From an optimization exercise on the open Yosys and OpenROAD flow, aimed at small area, a short achievable clock period and few clock cycles; shortcuts taken in it are not production practice. In this exercise RTL edits were held to simulation tests only and were not proved equivalent to the original. No activity file was given, so power comes from the tool's default toggle rates.

<file path="design.v">
module Top(
  input wire clock,
  input wire reset_n,
  input wire start,
  input wire [127:0] M1_ReadBus1,
  output wire [15:0] M1_ReadAddress1,
  input wire [35:0] M2_ReadBus1,
  input wire [19:0] M2_ReadBus2,
  output wire [15:0] M2_ReadAddress1,
  output wire [15:0] M2_ReadAddress2,
  output wire [127:0] M2_WriteBus,
  output wire [15:0] M2_WriteAddress,
  output wire M2_WriteEnable,
  input wire [127:0] M3_ReadBus1,
  output wire [15:0] M3_ReadAddress1,
  output wire [127:0] M3_WriteBus,
  output wire [15:0] M3_WriteAddress,
  output wire M3_WriteEnable,
  output wire [127:0] M4_WriteBus,
  output wire [15:0] M4_WriteAddress,
  output wire M4_WriteEnable
  );
  localparam REPLAY = 1'b1;
  localparam [14:0] LASTW = 15'd19199;
  localparam [27:0] NPIX = 28'd307200;
  localparam [2:0] S_IDLE  = 3'd0,
                   S_CLR   = 3'd1,
                   S_HIST  = 3'd2,
                   S_DRAIN = 3'd3,
                   S_LUT   = 3'd4,
                   S_OUT   = 3'd5,
                   S_WAIT  = 3'd6,
                   S_REP   = 3'd7;
  localparam [2:0] L_CAP  = 3'd0,    
                   L_A2   = 3'd1,    
                   L_B2   = 3'd2,    
                   L_A3   = 3'd3,    
                   L_B3   = 3'd4,    
                   L_LOOP = 3'd5;    
  reg [2:0]  st;
  reg [14:0] w;         
  reg [2:0]  ph;        
  reg [2:0]  ls;        
  reg        dc;        
  reg [7:0]  ra1, ra2, rc;
  reg        pv;        
  reg        od;        
  reg [2:0]  phd;
  reg        we2, we3, m4we;
  reg [7:0]  wa2;
  reg [15:0] wa3;
  reg [14:0] m4a;
  reg [127:0] asm;
  reg [7:0]  v;
  reg        found;
  wire [18:0] a_c3 = asm[26:8];
  wire [18:0] a_c2 = asm[67:49];
  wire [27:0] E    = asm[95:68];
  wire [19:0] Dn   = asm[115:96];
  function [7:0] pix;
    input [127:0] bus;
    input [3:0] k;
    pix = bus[k*8 +: 8];
  endfunction
  reg [3:0] k1, k2, k3;
  always @(*) begin
    case (ph)
      3'd0: begin k1 = 4'd0;  k2 = 4'd1;  k3 = 4'd2;  end
      3'd1: begin k1 = 4'd3;  k2 = 4'd4;  k3 = 4'd5;  end
      3'd2: begin k1 = 4'd6;  k2 = 4'd7;  k3 = 4'd8;  end
      3'd3: begin k1 = 4'd9;  k2 = 4'd10; k3 = 4'd11; end
      3'd4: begin k1 = 4'd12; k2 = 4'd13; k3 = 4'd14; end
      3'd5: begin k1 = 4'd15; k2 = 4'd13; k3 = 4'd7;  end
      3'd6: begin k1 = 4'd1;  k2 = 4'd13; k3 = 4'd10; end
      default: begin k1 = 4'd4; k2 = 4'd13; k3 = 4'd13; end
    endcase
  end
  assign M1_ReadAddress1 = {1'b0, w};
  assign M2_ReadAddress1 = {8'd0, ra1};
  assign M2_ReadAddress2 = {8'd0, ra2};
  assign M3_ReadAddress1 = (st == S_REP) ? {1'b1, w} : {8'd0, rc};
  assign M2_WriteEnable  = we2;
  assign M2_WriteAddress = {8'd0, wa2};
  assign M2_WriteBus     = {asm[31:0], asm[127:32]};
  assign M3_WriteEnable  = we3;
  assign M3_WriteAddress = wa3;
  assign M3_WriteBus     = asm;
  assign M4_WriteEnable  = m4we;
  assign M4_WriteAddress = {1'b0, m4a};
  assign M4_WriteBus     = asm;
  wire [18:0] c2 = (we2 && wa2 == ra1) ? a_c2 : M2_ReadBus1[35:17];
  wire [18:0] c3 = (we3 && wa3[7:0] == rc) ? a_c3 : M3_ReadBus1[26:8];
  wire [18:0] cx = (ls == L_A3 || ls == L_B3 || (ls == L_B2 && !found)) ? a_c3 : a_c2;
  reg  [27:0] ea, eb;
  reg         ec;
  always @(*) begin
    ea = E; eb = {{8{Dn[19]}}, Dn}; ec = 1'b0;
    case (ls)
      L_A2, L_A3: begin
        if (!found) begin ea = 28'd0 - NPIX; eb = {9'd0, cx}; end
        else eb = {1'b0, cx, 8'd0};
      end
      L_B2, L_B3: begin
        if (!found) eb = {9'd0, cx};
        else begin eb = ~{9'd0, cx}; ec = 1'b1; end
      end
      default: ;
    endcase
  end
  wire [27:0] esum = ea + eb + {27'd0, ec};
  wire loop_go = found && (v != 8'd255) && !E[27];
  wire emit = (st == S_LUT) && (ls == L_LOOP) && !loop_go;
  wire wlast = (w == LASTW);
  wire nz_next = (M2_ReadBus1[35:17] != 19'd0) || (M3_ReadBus1[26:8] != 19'd0);
  always @(posedge clock or negedge reset_n) begin
    if (!reset_n) begin
      st <= S_IDLE; w <= 15'd0; ph <= 3'd0; ls <= L_CAP; dc <= 1'b0;
      pv <= 1'b0; od <= 1'b0; we2 <= 1'b0; we3 <= 1'b0; m4we <= 1'b0; m4a <= 15'd0;
      found <= 1'b0; v <= 8'd0;
    end else begin
      pv <= 1'b0; od <= 1'b0; m4we <= 1'b0;
      we2 <= 1'b0; we3 <= 1'b0;
      if (pv) begin we2 <= 1'b1; we3 <= 1'b1; end
      if (od && phd == 3'd5) begin m4we <= 1'b1; we3 <= REPLAY; end
      if (m4we) m4a <= (m4a == LASTW) ? 15'd0 : m4a + 15'd1;
      case (st)
        S_IDLE: if (start) st <= S_CLR;
        S_CLR: begin
          we3 <= 1'b1;
          if (ra1 == 8'd255) begin st <= S_HIST; w <= 15'd0; ph <= 3'd0; end
        end
        S_HIST: begin
          pv <= 1'b1;
          ph <= ph + 3'd1;
          if (ph == 3'd7) begin
            w <= wlast ? 15'd0 : w + 15'd1;
            if (wlast) begin st <= S_DRAIN; dc <= 1'b0; end
          end
        end
        S_DRAIN: begin
          dc <= 1'b1;
          if (dc) begin st <= S_LUT; ls <= L_CAP; found <= 1'b0; v <= 8'd0; end
        end
        S_LUT: begin
          case (ls)
            L_CAP: ls <= nz_next ? L_A2 : L_LOOP;
            L_A2:  ls <= L_B2;
            L_B2:  begin ls <= found ? L_A3 : L_LOOP; found <= 1'b1; end
            L_A3:  ls <= L_B3;
            L_B3:  ls <= L_LOOP;
            default: begin
              if (loop_go) v <= v + 8'd1;
              else begin
                we2 <= 1'b1; we3 <= 1'b1;
                ls <= L_CAP;
                if (ra1 == 8'd255) begin st <= S_OUT; w <= 15'd0; ph <= 3'd0; end
              end
            end
          endcase
        end
        S_OUT: begin
          od <= 1'b1;
          ph <= (ph == 3'd5) ? 3'd0 : ph + 3'd1;
          if (ph == 3'd5) begin
            w <= wlast ? 15'd0 : w + 15'd1;
            if (wlast) begin st <= S_WAIT; dc <= 1'b0; end
          end
        end
        S_WAIT: begin
          dc <= 1'b1;
          if (dc) begin
            if (REPLAY) st <= S_REP;
            else begin st <= S_HIST; ph <= 3'd0; end
          end
        end
        default: begin  
          m4we <= 1'b1;
          w <= wlast ? 15'd0 : w + 15'd1;
        end
      endcase
    end
  end
  wire [7:0] ra1_inc = ra1 + 8'd1;
  always @(posedge clock) begin
    phd <= ph;
    if (st == S_CLR) begin
      ra1 <= ra1_inc;
      wa3 <= {8'd0, ra1};
      asm[26:8] <= 19'd0;
    end else if (st == S_LUT) begin
      if (emit) begin
        ra1 <= ra1_inc; rc <= ra1_inc;
        wa2 <= ra1; wa3 <= {8'd0, ra1};
        asm[7:0] <= v; asm[39:32] <= v;
        asm[26:8] <= 19'd0; asm[67:49] <= 19'd0;
      end
      if (ls == L_CAP) begin
        asm[67:49] <= M2_ReadBus1[35:17];
        asm[26:8]  <= M3_ReadBus1[26:8];
      end
      if (((ls == L_A2 || ls == L_B2 || ls == L_A3 || ls == L_B3)) ||
          (ls == L_LOOP && loop_go))
        asm[95:68] <= esum;
      if (ls == L_B2 && !found) asm[115:96] <= esum[19:0];
    end else if (st == S_DRAIN) begin
      ra1 <= 8'd0; rc <= 8'd0;
    end else if (st == S_IDLE) begin
      ra1 <= 8'd0;
    end else begin
      ra1 <= pix(M1_ReadBus1, k1);
      ra2 <= pix(M1_ReadBus1, k2);
      rc  <= pix(M1_ReadBus1, k3);
    end
    if (pv) begin
      wa2 <= ra1; asm[67:49] <= c2 + 19'd1;
      wa3 <= {8'd0, rc}; asm[26:8] <= c3 + 19'd1;
    end
    if (od && phd == 3'd5) wa3 <= {1'b1, m4a};
    if (st == S_REP) asm <= M3_ReadBus1;
    else if (od) begin
      case (phd)
        3'd0: begin asm[7:0]     <= M2_ReadBus1[7:0]; asm[15:8]    <= M2_ReadBus2[7:0]; asm[23:16]   <= M3_ReadBus1[7:0]; end
        3'd1: begin asm[31:24]   <= M2_ReadBus1[7:0]; asm[39:32]   <= M2_ReadBus2[7:0]; asm[47:40]   <= M3_ReadBus1[7:0]; end
        3'd2: begin asm[55:48]   <= M2_ReadBus1[7:0]; asm[63:56]   <= M2_ReadBus2[7:0]; asm[71:64]   <= M3_ReadBus1[7:0]; end
        3'd3: begin asm[79:72]   <= M2_ReadBus1[7:0]; asm[87:80]   <= M2_ReadBus2[7:0]; asm[95:88]   <= M3_ReadBus1[7:0]; end
        3'd4: begin asm[103:96]  <= M2_ReadBus1[7:0]; asm[111:104] <= M2_ReadBus2[7:0]; asm[119:112] <= M3_ReadBus1[7:0]; end
        default: asm[127:120] <= M2_ReadBus1[7:0];
      endcase
    end
  end
endmodule
</file>
<file path="run.sh">
#!/bin/bash
# synth_recipe.tcl (not shown) runs the flow's synth.tcl, then flattens the netlist and writes it again
# the make line also repeats each setting of config.mk as NAME=value (left out here)
make -C /OpenROAD-flow-scripts/flow DESIGN_CONFIG=/design/flow/config.mk WORK_HOME=/design/flow/orfs CLKGATE_MAP_FILE= SYNTH_SCRIPT=/design/flow/synth_recipe.tcl finish
</file>
<file path="constraint.sdc">
create_clock -name core_clock -period 8.0 [get_ports {clock}]
set_input_delay 1.6000 -clock core_clock [delete_from_list [all_inputs] [get_ports {clock}]]
set_output_delay 1.6000 -clock core_clock [all_outputs]
set_load 0.01 [all_outputs]
</file>
<file path="config.mk">
export PLATFORM = sky130hd
export DESIGN_NAME = Top
export DESIGN_NICKNAME = Top
export VERILOG_FILES = /design/flow/design.v
export SDC_FILE = /design/flow/constraint.sdc
export NUM_CORES = 4
export LEC_CHECK = 0
export CAP_MARGIN = 20
export CORE_MARGIN = 2
export CORE_UTILIZATION = 40
export SLEW_MARGIN = 20
</file>
==> metrics.md, run 1 <==
| Metric | Value |
|---|---|
| Core ar. | `around 54000 sq um` |
| Drt initial violations | `~2.5k` |
| Ys flop type | `dfxtp_1` |
| Vias in the first global route | `21.7k` |
| Cell Area, Synth | `about 22000 sq um` |
| Synth async-reset ratio | `a little under a quarter` |
| Largest net degree at the start of global routing | `just under 80` |
| Pleak | `roughly 11 nW` |
| CTS buffer count | `30` |
| Post-synth EDFFs | `73` |
| DR vias | `around 23k` |
| Setup TNS | `0 ps` |
| Synth unique cells | `slightly below 90` |
| Max-slew violations | `0` |
| Hold path cells | `2` |
| Area delta synth->final | `32.5%` |
| DIE WIDTH | `238 microns` |
| Die area | `~57000 sq um` |
| DRC errors left | `0` |
| Critical path class | `flip-flop to flip-flop` |
| Nets | `3463` |
| GRT Total Usage | `around 36%` |
| CP Launch Point | `ls[0]` |
| Worst Setup End Kind | `flip-flop` |
| RSZ-0062 raised after global routing | `false` |
| CTS Sinks | `roughly 230` |
| Synthesized area per cell | `roughly 8 sq um` |
| P_sw | `7.22 mW` |
| Worst slew pin tran | `roughly 1100 ps` |
| Seq pwr share | `about a fifth` |
| Cts repair resizes | `0` |
| Hold WC Path Type | `flip-flop to flip-flop` |
| Die Height | `~240 microns` |
| Hpwl dp | `around 80000 microns` |
| Vias/cell | `a little over 6` |
| Power Density | `503 nW/um^2` |
| Reg2reg end | `asm[90]` |
| Net Sw Frac | `between 40% and 50%` |
| Max Fclk | `about 170 MHz` |
| Post-CTS Setup Inserts | `0` |
| Dpl ws | `~2100 ps` |
| Yosys Warn Count | `1` |
| Critical R2R Launch | `ls[0]` |
| Clock share of power | `under 10%` |
| Post-CTS Hold Fix Bufs | `0` |
| H-tree Lvls | `1` |
| Hold_sp | `wa3[15]` |
| FF-to-FF setup slack | `1970 ps` |
| Row count | `85` |
| Root Driver | `clkbuf_16` |
| Final Hold Fails | `0` |
| Power Internal | `7.42 mW` |
| Combinational group share of total power | `a little over two thirds` |
| Crit Path Max Fanout | `31` |
| MaxCap Viol Count | `0` |
| Worst-Skew Late Latency | `about 600 ps` |
| Crit path required time | `8460 ps` |
| Final setup fails | `0` |
| Antenna viol nets, final | `0` |
| Fillers | `4955` |
| Fin crit period | `between 6000 and 7000 ps` |
| Overall Power | `between 10 and 15 mW` |
| Period Utilization, post-route | `75.3%` |
| Drt total wl | `between 100000 and 150000 microns` |
| Core Util, Final | `53.8%` |
| Synth Instances | `roughly 2.7k` |
| Io pins | `~810` |
| Congestion Overflow GR | `0` |
| Worst Skew | `about 34 ps` |
| Initial antenna violation count | `20` |
| CTS tree | `yes` |
| Worst r2r path cells | `19` |
| #FFs+latches synth | `approximately 230` |
| Layout cell share with drive strength beyond 1 | `7.48%` |
| Startpoint class of the critical path | `flip-flop` |
| First-pass GRT wire length | `152000 microns` |
| Final WS setup | `just under 2000 ps` |
| Max IR drop VDD | `about 0.00031 V` |
| Final hold slack | `around 480 ps` |
| Slew margin rel. | `28.5%` |
| Register area share after synthesis | `about a quarter` |
| Initial Utilization | `around 41%` |
| CP arrival | `6490 ps` |
| CTS clock-pin slew for the worst setup and hold paths | `~70 ps` |
| Wire length per cell | `roughly 28 microns` |
| GPL Wtd Cong | `0.964` |
| Status | `finished clean` |
| 1st-pass router iterations | `6` |
| I/O Buffers | `766` |
| CTS max path bufs | `3` |
| Hold worst-path end | `wa3[15]` |
==> cell type report <==
class / instances / area (sq um) / area share [%]
multi-input cells: 2001 / 13500 / 46.4
repair buffers: 802 / 7940 / 27.3
flip-flops and latches: 233 / 5670 / 19.5
clock buffers: 44 / 886 / 3.05
well taps: 696 / 871 / 2.99
clock inverters: 12 / 92.6 / 0.318
inverters: 24 / 92.6 / 0.318
diodes: 14 / 35.0 / 0.120
==> synth_stat cells, types with 7 or more instances <==
library cell | count | share of area [%]
nand2_1 | 364 | 6.2
buf_4 | 291 | 10
a21oi_1 | 191 | 4.4
o21ai_0 | 189 | 4.3
nor2_1 | 168 | 2.9
mux2i_1 | 131 | 6.0
clkbuf_1 | 116 | 2.0
dfxtp_1 | 106 | 9.7
nand3_1 | 96 | 2.2
edfxtp_1 | 73 | 10
mux4_2 | 64 | 6.6
a211oi_1 | 63 | 2.2
xnor2_1 | 61 | 2.4
o22ai_1 | 57 | 1.6
dfrtp_1 | 54 | 6.2
ha_1 | 54 | 3.1
and2_1 | 40 | 1.1
and3_1 | 39 | 1.1
xor2_1 | 39 | 1.6
mux2_2 | 38 | 1.9
buf_2 | 35 | 0.80
nand2b_1 | 32 | 0.91
nand4_1 | 31 | 0.88
a21o_1 | 23 | 0.79
inv_1 | 23 | 0.39
nor3_1 | 23 | 0.52
a221oi_1 | 20 | 0.80
a31oi_1 | 20 | 0.57
nor4_1 | 14 | 0.40
o211ai_1 | 13 | 0.44
o21a_1 | 13 | 0.44
a21boi_0 | 12 | 0.41
nor2b_1 | 12 | 0.34
o21ai_1 | 12 | 0.27
o31ai_1 | 12 | 0.41
or3_1 | 12 | 0.34
o221ai_1 | 11 | 0.44
or2_2 | 9 | 0.26
a22oi_1 | 8 | 0.27
a311oi_1 | 8 | 0.32
buf_1 | 7 | 0.12
o31a_1 | 7 | 0.28
==> power by group through the flow <==
stage	Combinational, mW	Clock (mW)	Sequential [mW]
6_report	10.3	1.37	2.98
5_1_grt	11.0	1.42	3.02
4_1_cts	10.2	1.38	2.95
3_5_place_dp	10.1	0	2.97
3_3_place_gp	10.0	0	2.95
2_1_floorplan	6.85	0	2.54
==> per-stage QoR <==
stage / instance area [sq um] / instances
2_1_floorplan: 22000 / 2711
3_3_place_gp: 28100 / 3755
3_5_place_dp: 28100 / 3756
4_1_cts: 29000 / 3812
5_1_grt: 29100 / 3823
6_report: 29100 / 3826
==> flip-flops by register name, indices dropped and copies added, names as in the netlist, 8 cells and up <==
register	cells
asm	128
v	8
w	15
m4a	15
wa2	8
rc	8
wa3	16
ra2	8
ra1	8
==> worst max-delay path, stage by stage (launching register included) <==
cell,delay (ps)
dfrtp_1,950
or2_2,420
mux2_2,550
mux2_2,410
ha_1,290
nand2_1,50
o21ai_0,100
o22ai_1,100
a21oi_1,230
fa_1,270
inv_1,80
fa_1,480
a211oi_1,230
o21bai_1,200
o211a_1,280
o21ai_1,400
o211ai_1,240
or3_1,340
a21oi_1,150
o31ai_1,90
==> per-layer routing <==
metal	up-vias	share of wire (%)	track usage (%)
met5	-	0.10	0
met4	16	4.5	15.2
met3	215	8.9	8.87
met2	1243	48	59.5
met1	11300	39	44.5
li1	10300	-	-
==> placed cells by master, fill, tap and decap left out, types with 20 or more instances in the layout <==
cell type / n
a211oi_1: 63
a21o_1: 23
a21oi_1: 191
a221oi_1: 20
and2_1: 40
and3_1: 38
buf_4: 35
clkbuf_16: 32
clkdlybuf4s50_1: 765
conb_1: 26
dfrtp_1: 53
dfxtp_1: 106
edfxtp_1: 73
ha_1: 54
inv_1: 22
mux2_2: 38
mux2i_1: 131
mux4_2: 64
nand2_1: 364
nand2b_1: 32
nand3_1: 95
nand4_1: 31
nor2_1: 164
nor3_1: 20
o21ai_0: 189
o22ai_1: 56
xnor2_1: 61
xor2_1: 39
==> worst max-delay path by stage <==
stage                     endpoint  slack [ps]  depth (start not counted)
after floorplan            asm[92]        3400                         22
after global placement     asm[92]        2130                         19
after detailed placement   asm[92]        2130                         19
after CTS                  asm[92]        2090                         19
after global routing       asm[92]        1550                         19
final                      asm[90]        1970                         19
==> logic make-up after synthesis <==
group / count (synthesis) / share of synthesized area, %
adders and majority gates: 56 / 3.26
buffers and inverters: 477 / 13.5
muxes: 233 / 14.5
and+or+nand+nor: 870 / 18.4
DFF: 233 / 25.8
AOI/OAI and AO/OA: 715 / 20.5
other: 1 / 0.0171
xor gates and xnor gates: 101 / 4.06
Testbench counts, summed over its fixed seeds: cycles 2,318,192.
==> run 2, diff against run 1 <==
==> flow/run.sh (new file) <==
#!/bin/bash
set -euo pipefail
bash standard.sh 'BUFFER_PORTS_ARGS=-buffer_cell sky130_fd_sc_hd__buf_1' finish > make_finish.log 2>&1
==> standard.sh (new file) <==
#!/bin/bash
# synth_recipe.tcl (not shown) runs the flow's synth.tcl, then flattens the netlist and writes it again
# the make line also repeats each setting of config.mk as NAME=value (left out here)
make -C /OpenROAD-flow-scripts/flow DESIGN_CONFIG=/design/flow/config.mk WORK_HOME=/design/flow/orfs CLKGATE_MAP_FILE= SYNTH_SCRIPT=/design/flow/synth_recipe.tcl "${@:-finish}"
removed: run.sh
==> run 2 against run 1 <==
Compared with the run above:
- non-clock buffer count is the same
- clock power rose by 3%
- die area stayed put
- flip-flop and latch count unchanged
- worst setup slack better by 51 ps
- final cell count about the same
- clock skew down 4.2 ps
- maximum frequency up 0.86%
- critical path type unchanged
==> metrics.md, run 2 <==
| Metric | Value |
|---|---|
| CTS buffer count | `30 (unchanged)` |
| Slew margin rel. | `21.6% (-6.8 points)` |
| Worst slew pin tran | `1180 ps (+104 ps)` |
| CTS Sinks | `233 (unchanged)` |
| RSZ-0062 raised after global routing | `false` |
| Dpl ws | `2100 ps (-31.3 ps)` |
| Most common library cell in the layout ignoring fill and taps | `buf_1` |
| Critical R2R Launch | `ls[0]` |
| Hold_sp | `wa3[15]` |
| DRC errors left | `0 (unchanged)` |
| Die Height | `238 microns (unchanged)` |
| Fillers | `5434 (+9.7%)` |
| Initial Utilization | `40.6% (unchanged)` |
| Crit path required time | `8470 ps (about the same)` |
| Vias in the first global route | `21.6k (-0.80%)` |
| GRT Total Usage | `34.6% (-1.3 points)` |
| #FFs+latches synth | `233 (unchanged)` |
| Critical path class | `flip-flop to flip-flop` |
| Crit Path Max Fanout | `31 (unchanged)` |
| DIE WIDTH | `238 microns (unchanged)` |
| Congestion Overflow GR | `0 (unchanged)` |
| Count leader, synth | `nand2_1` |
| CTS tree | `yes` |
| Worst Skew | `29.8 ps (-4.17 ps)` |
| Register area share after synthesis | `25.8% (unchanged)` |
| H-tree Lvls | `1 (unchanged)` |
| CP arrival | `6450 ps (-40 ps)` |
| CTS clock-pin slew for the worst setup and hold paths | `60 ps (about the same)` |
| Status | `finished clean` |
| Row count | `85 (unchanged)` |
| Die area | `56800 sq um (unchanged)` |
| 1st-pass router iterations | `6 (unchanged)` |
| Wire length per cell | `27.0 microns (-3.1%)` |
| Final setup fails | `0 (unchanged)` |
| Setup TNS | `0 ps (unchanged)` |
| Most frequent cells in the layout | `765 x buf_1, 364 x nand2_1, 191 x a21oi_1` |
| Worst r2r path cells | `19 (unchanged)` |
| Final WS setup | `2020 ps (+51.4 ps)` |
| Worst Setup End Kind | `flip-flop` |
| Fin crit period | `5980 ps (-51.4 ps)` |
| Startpoint class of the critical path | `flip-flop` |
| Largest reg by FF count | `asm` |
| Core ar. | `54000 sq um (unchanged)` |
| CTS max path bufs | `3 (unchanged)` |
| Root Driver | `clkbuf_16` |
| Final hold slack | `475 ps (-1.62 ps)` |
| Hold path cells | `2 (unchanged)` |
| Cell Area, Synth | `22000 sq um (unchanged)` |
| Post-synth EDFFs | `73 (unchanged)` |
| Synth unique cells | `88 (unchanged)` |
| Antenna viol nets, final | `0 (unchanged)` |
| Max Fclk | `167 MHz (+0.86%)` |
| MaxCap Viol Count | `0 (unchanged)` |
| Reg2reg end | `asm[92]` |
| Top-area cell type share of the netlist area | `9.99% (unchanged)` |
| Vias/cell | `6.08 (+0.57%)` |
| I/O Buffers | `766 (unchanged)` |
| Ys flop type | `dfxtp_1` |
| Multi-input gate area | `13500 sq um (about the same)` |
| Cts repair resizes | `0 (unchanged)` |
| Period Utilization, post-route | `74.7% (-0.64 points)` |
| Hold worst-path end | `wa3[15]` |
| Area delta synth->final | `10.7%` |
| Synth async-reset ratio | `23.2% (unchanged)` |
| Yosys Warn Count | `1 (unchanged)` |
| Post-CTS Setup Inserts | `0 (unchanged)` |
| Max IR drop VDD | `0.000250 V (-18%)` |
| Initial antenna violation count | `24 (+20%)` |
| Max FFs per register | `128 (unchanged)` |
| Io pins | `814 (unchanged)` |
| Post-synth top cells | `364 x nand2_1, 291 x buf_4, 191 x a21oi_1` |
| Power Density | `546 nW/um^2 (+8.4%)` |
| Largest regs | `asm (128), wa3 (16)` |
| Synthesized area per cell | `8.17 sq um (unchanged)` |
| Synth Instances | `2686 (unchanged)` |
| Sequential Area | `5670 sq um (unchanged)` |
| FF-to-FF setup slack | `2020 ps (+50 ps)` |
| Max-slew violations | `0 (unchanged)` |
| Worst-Skew Late Latency | `610 ps (about the same)` |
| Dominant cell type by area after synthesis | `edfxtp_1` |
| Nets | `3463 (unchanged)` |
| Drt total wl | `103000 microns (-3.2%)` |
| First-pass GRT wire length | `146000 microns (-3.8%)` |
| Hold WC Path Type | `flip-flop to flip-flop` |
| Synth area leaders | `edfxtp_1 10%, buf_4 10%, dfxtp_1 9.7%, mux4_2 6.6%, nand2_1 6.2%` |
| Pleak | `9.15 nW (-18%)` |
| Drt initial violations | `2386 (-3.9%)` |
| Layout cell share with drive strength beyond 1 | `7.51% (+0.032 points)` |
| Hpwl dp | `78500 microns (-3.3%)` |
| DR vias | `23.2k (+0.49%)` |
| Final Hold Fails | `0 (unchanged)` |
| GPL Wtd Cong | `0.951 (-1.4%)` |
| Post-CTS Hold Fix Bufs | `0 (unchanged)` |
| Largest net degree at the start of global routing | `76 (-1.3%)` |
==> run 2: cell counts after synthesis <==
Identical to the previous run, type by type.
==> run 2: layout make-up <==
cell class                 instances  area share (%)
multi-input combinational       2001            55.6
sequential                       233            23.3
timing repair buffer             802            13.0
tap                              696            3.58
clock buffer                      40            3.41
clock inverter                    16           0.664
inverter                          24           0.381
antenna                           11           0.113
==> run 2: worst max path at each step <==
stage / startpoint / end / slack [ps]
floorplan: found / asm[92] / 3400
global placement: ls[0] / asm[92] / 2160
detailed placement: ls[0] / asm[92] / 2100
CTS: ls[0] / asm[92] / 2090
global route: ls[0] / asm[92] / 1670
finish: ls[0] / asm[92] / 2020
==> run 2: report_power, final <==
group / internal [mW] / total, mW / switching, mW / leakage (nW)
Combinational: 3.46 / 8.91 / 5.45 / 6.36
Clock: 0.820 / 1.41 / 0.591 / 0.476
Sequential: 1.85 / 2.94 / 1.09 / 2.31
Total: 6.14 / 13.3 / 7.13 / 9.15
==> run 2: kinds of logic (layout without fill, tap and decap cells) <==
family	count (synthesis)	in the layout	synth area share (%)
buffers and inverters	477	882	13.5
AO/OA/AOI/OAI	715	715	20.5
multiplexers	233	233	14.5
XOR/XNOR	101	101	4.06
flip-flops	233	233	25.8
adder cells (fa/ha/maj)	56	56	3.26
other	1	37	0.0171
AND/OR/NAND/NOR	870	870	18.4
==> run 2: layer usage <==
layer | vias up | routed length (microns) | share of wire (%) | track usage [%]
met1 | 11300 | 40100 | 39 | 43.0
met2 | 1319 | 47500 | 46 | 55.2
met4 | 24 | 5630 | 5.4 | 17.9
li1 | 10300 | - | - | -
met5 | - | 166 | 0.16 | 0
met3 | 251 | 10100 | 9.7 | 9.12
==> run 2: metrics by stage <==
step	cells	instance area (sq um)	util (%)	total power, mW
detailed placement	3756	23300	43.1	11.7
CTS	3812	24300	44.9	13.2
floorplan	2711	22000	-	9.39
global placement	3754	23300	43.0	11.6
finish	3823	24300	45.0	13.3
global route	3819	24300	45.0	14.1
==> run 2: critical path: stages, from the launching register on <==
cell,delay (ps)
dfrtp_1,970
or2_2,420
mux2_2,520
mux2_2,410
ha_1,300
nand2_1,50
o21ai_0,90
o22ai_1,100
a21oi_1,230
fa_1,260
inv_1,70
fa_1,480
a211oi_1,240
o21bai_1,190
o2111ai_1,320
a21oi_1,190
a211oi_1,510
o21a_1,230
xor2_1,160
a21oi_1,80

## static timing again, ports no longer ideal
The results above use ideal ports. As a check the final layouts listed here were re-extracted and re-timed, cells and wires unchanged.
Step 1: set_driving_cell puts a clkbuf_16 on clock and a buf_2 on each other input, an assumption about the parent block.
Step 2 adds t to the input delays and takes it off the output delays; t is the mean of the earliest and latest rising clock arrival at the registers after step 1. Input paths then give back, and output paths get back, about the clock's delay inside the block.
Slacks: ideal / step 1 / step 2; pairs: ideal / step 1.
run	t, ns	slack for setup (ns)	hold slack, ns	slew at the worst register clock pin (ns)	cell pins on the clock port's net
run 1	0.648	1.973 / 1.973 / 1.973	0.476 / 0.476 / 0.476	0.07 / 0.07	1
run 2	0.656	2.024 / 2.024 / 2.024	0.475 / 0.475 / 0.475	0.07 / 0.07	1
After both steps setup and hold are still met in every run listed.
